Background: an optimization exercise with open tools, aiming at small area, a short achievable clock period and few clock cycles per item. Do not read the settings as production practice. Where RTL was checked, it was by simulation tests only, not by an equivalence proof against the original. Power and IR drop assume default switching activity.

==> flow/design.v <==
module single_divider (Clk, a_in, d_in, q_out, r_out);
input Clk;
input [7:0] a_in, d_in;
output [7:0] q_out, r_out;
wire [0:0] pr0 = a_in[7];
wire ge0 = (d_in[7:1] == 0) && (pr0 >= d_in[0:0]);
wire [0:0] nr0 = ge0 ? (pr0 - d_in[0:0]) : pr0;
wire [0:0] r1 = nr0;
wire [0:0] q1 = ge0;
wire [6:0] a1 = a_in[6:0];
wire [7:0] d1 = d_in;
wire [1:0] pr1 = {r1, a1[6]};
wire ge1 = (d1[7:2] == 0) && (pr1 >= d1[1:0]);
wire [1:0] nr1 = ge1 ? (pr1 - d1[1:0]) : pr1;
wire [1:0] r2 = nr1;
wire [1:0] q2 = {q1, ge1};
wire [5:0] a2 = a1[5:0];
wire [7:0] d2 = d1;
wire [2:0] pr2 = {r2, a2[5]};
wire ge2 = (d2[7:3] == 0) && (pr2 >= d2[2:0]);
wire [2:0] nr2 = ge2 ? (pr2 - d2[2:0]) : pr2;
wire [2:0] r3 = nr2;
wire [2:0] q3 = {q2, ge2};
wire [4:0] a3 = a2[4:0];
wire [7:0] d3 = d2;
wire [3:0] pr3 = {r3, a3[4]};
wire ge3 = (d3[7:4] == 0) && (pr3 >= d3[3:0]);
wire [3:0] nr3 = ge3 ? (pr3 - d3[3:0]) : pr3;
reg [3:0] r4;
always @(posedge Clk) r4 <= nr3;
reg [3:0] q4;
always @(posedge Clk) q4 <= {q3, ge3};
reg [3:0] a4;
always @(posedge Clk) a4 <= a3[3:0];
reg [7:0] d4;
always @(posedge Clk) d4 <= d3;
wire [4:0] pr4 = {r4, a4[3]};
wire ge4 = (d4[7:5] == 0) && (pr4 >= d4[4:0]);
wire [4:0] nr4 = ge4 ? (pr4 - d4[4:0]) : pr4;
wire [4:0] r5 = nr4;
wire [4:0] q5 = {q4, ge4};
wire [2:0] a5 = a4[2:0];
wire [7:0] d5 = d4;
wire [5:0] pr5 = {r5, a5[2]};
wire ge5 = (d5[7:6] == 0) && (pr5 >= d5[5:0]);
wire [5:0] nr5 = ge5 ? (pr5 - d5[5:0]) : pr5;
wire [5:0] r6 = nr5;
wire [5:0] q6 = {q5, ge5};
wire [1:0] a6 = a5[1:0];
wire [7:0] d6 = d5;
wire [6:0] pr6 = {r6, a6[1]};
wire ge6 = (d6[7:7] == 0) && (pr6 >= d6[6:0]);
wire [6:0] nr6 = ge6 ? (pr6 - d6[6:0]) : pr6;
wire [6:0] r7 = nr6;
wire [6:0] q7 = {q6, ge6};
wire [0:0] a7 = a6[0:0];
wire [7:0] d7 = d6;
wire [7:0] pr7 = {r7, a7[0]};
wire ge7 = 1'b1 && (pr7 >= d7[7:0]);
wire [7:0] nr7 = ge7 ? (pr7 - d7[7:0]) : pr7;
wire [7:0] r8 = nr7;
wire [7:0] q8 = {q7, ge7};
assign q_out = q8;
assign r_out = r8;
endmodule
`timescale 1 ns / 100 ps
module Out_of_Order_divider (clk, rst, start, memory_write_complete, dd_addr, dd_data, qr_we, qr_addr, qr_data);
input clk, rst, start;
output memory_write_complete;
output [4:0] dd_addr;
input [15:0] dd_data;
output qr_we;
output [4:0] qr_addr;
output [15:0] qr_data;
reg [4:0] rd_ptr, wr_ptr;
reg rd_run;
reg [0:0] valid;    
wire rd_active = start | rd_run;
always @(posedge clk, posedge rst)
begin
  if (rst) begin
    rd_ptr <= 5'd0;
    wr_ptr <= 5'd0;
    rd_run <= 1'b0;
    valid <= 0;
  end else begin
    valid <= rd_active;
    if (rd_active) begin
      rd_ptr <= rd_ptr + 5'd1;
      rd_run <= (rd_ptr != 5'd31);
    end
    if (qr_we)
      wr_ptr <= wr_ptr + 5'd1;
  end
end
assign dd_addr = rd_ptr;
assign qr_we = valid[0];
assign qr_addr = wr_ptr;
assign memory_write_complete = qr_we && (wr_ptr == 5'd31);
single_divider divider (.Clk(clk), .a_in(dd_data[15:8]), .d_in(dd_data[7:0]), .q_out(qr_data[15:8]), .r_out(qr_data[7:0]));
endmodule
Settings: LEC_CHECK=0, CAP_MARGIN=20, CORE_MARGIN=2, CORE_UTILIZATION=40, PLACE_DENSITY=0.6, SLEW_MARGIN=20; clock period 6.0 ns.
run.sh (not shown) runs the stock make flow with config.mk's settings and CLKGATE_MAP_FILE= SYNTH_SCRIPT=/design/flow/synth_recipe.tcl, a recipe that flattens the netlist after the stock synthesis.
The first run ran to the end with violations: setup timing.
Then changed:
--- a/flow/design.v
+++ b/flow/design.v
@@ -20,19 +20,19 @@
 wire ge2 = (d2[7:3] == 0) && (pr2 >= d2[2:0]);
 wire [2:0] nr2 = ge2 ? (pr2 - d2[2:0]) : pr2;
-wire [2:0] r3 = nr2;
-wire [2:0] q3 = {q2, ge2};
-wire [4:0] a3 = a2[4:0];
-wire [7:0] d3 = d2;
+reg [2:0] r3;
+always @(posedge Clk) r3 <= nr2;
+reg [2:0] q3;
+always @(posedge Clk) q3 <= {q2, ge2};
+reg [4:0] a3;
+always @(posedge Clk) a3 <= a2[4:0];
+reg [7:0] d3;
+always @(posedge Clk) d3 <= d2;
 wire [3:0] pr3 = {r3, a3[4]};
 wire ge3 = (d3[7:4] == 0) && (pr3 >= d3[3:0]);
 wire [3:0] nr3 = ge3 ? (pr3 - d3[3:0]) : pr3;
-reg [3:0] r4;
-always @(posedge Clk) r4 <= nr3;
-reg [3:0] q4;
-always @(posedge Clk) q4 <= {q3, ge3};
-reg [3:0] a4;
-always @(posedge Clk) a4 <= a3[3:0];
-reg [7:0] d4;
-always @(posedge Clk) d4 <= d3;
+wire [3:0] r4 = nr3;
+wire [3:0] q4 = {q3, ge3};
+wire [3:0] a4 = a3[3:0];
+wire [7:0] d4 = d3;
 wire [4:0] pr4 = {r4, a4[3]};
 wire ge4 = (d4[7:5] == 0) && (pr4 >= d4[4:0]);
@@ -45,8 +45,12 @@
 wire ge5 = (d5[7:6] == 0) && (pr5 >= d5[5:0]);
 wire [5:0] nr5 = ge5 ? (pr5 - d5[5:0]) : pr5;
-wire [5:0] r6 = nr5;
-wire [5:0] q6 = {q5, ge5};
-wire [1:0] a6 = a5[1:0];
-wire [7:0] d6 = d5;
+reg [5:0] r6;
+always @(posedge Clk) r6 <= nr5;
+reg [5:0] q6;
+always @(posedge Clk) q6 <= {q5, ge5};
+reg [1:0] a6;
+always @(posedge Clk) a6 <= a5[1:0];
+reg [7:0] d6;
+always @(posedge Clk) d6 <= d5;
 wire [6:0] pr6 = {r6, a6[1]};
 wire ge6 = (d6[7:7] == 0) && (pr6 >= d6[6:0]);
@@ -75,5 +79,5 @@
 reg [4:0] rd_ptr, wr_ptr;
 reg rd_run;
-reg [0:0] valid;    
+reg [1:0] valid;    
 wire rd_active = start | rd_run;
 always @(posedge clk, posedge rst)
@@ -85,5 +89,5 @@
     valid <= 0;
   end else begin
-    valid <= rd_active;
+    valid <= {valid[0:0], rd_active};
     if (rd_active) begin
       rd_ptr <= rd_ptr + 5'd1;
@@ -95,5 +99,5 @@
 end
 assign dd_addr = rd_ptr;
-assign qr_we = valid[0];
+assign qr_we = valid[1];
 assign qr_addr = wr_ptr;
 assign memory_write_complete = qr_we && (wr_ptr == 5'd31);
What happened: With this change the flow completed without violations; worst setup slack gains 1900 ps; maximum frequency came out higher by a quarter to a third; count of clock-buffer cells in the layout falls by 1; total power decreases by a little under a tenth; worst hold slack degrades by 160 ps; core utilization fell by 21 points; synthesized cell count increases by a few percent; sequential share of layout area increases by 15 points; die area rises by roughly a tenth; cell count falls by about a fifth.
Testbench counts after the change, summed over its fixed seeds: cycles 6,528, jobs 192.
Function not checked in the first run of this note: the RTL went through the layout flow alone.

[static timing again, ports no longer ideal]
How much do the figures lean on ideal ports? The routed layouts below were timed once more, with nothing changed but the port constraints. Step 1 (the two cells are an assumption about what drives the block):
set clk [get_ports {clk}]
set_driving_cell -lib_cell sky130_fd_sc_hd__clkbuf_16 $clk
set_driving_cell -lib_cell sky130_fd_sc_hd__buf_2 [delete_from_list [all_inputs] $clk]
Step 2 also shifts input and output timing later by t, the mid clock arrival at the registers, as if the neighbouring blocks saw the same clock. Three values: no drivers, after step 1, after step 2; two values: the first two.
| run | shift t [ns] | slack for setup (ns) | hold slack, ns | slew at the worst register clock pin (ns) | worst data-port slew with drivers (ns) |
|---|---|---|---|---|---|
| the first run | 0.308 | -1.538 / -1.568 / -1.260 | 0.494 / 0.494 / 0.494 | 0.07 / 0.07 | 0.03 |
| the second run | 0.332 | 0.365 / 0.336 / 0.588 | 0.334 / 0.334 / 0.334 | 0.10 / 0.10 | 0.05 |
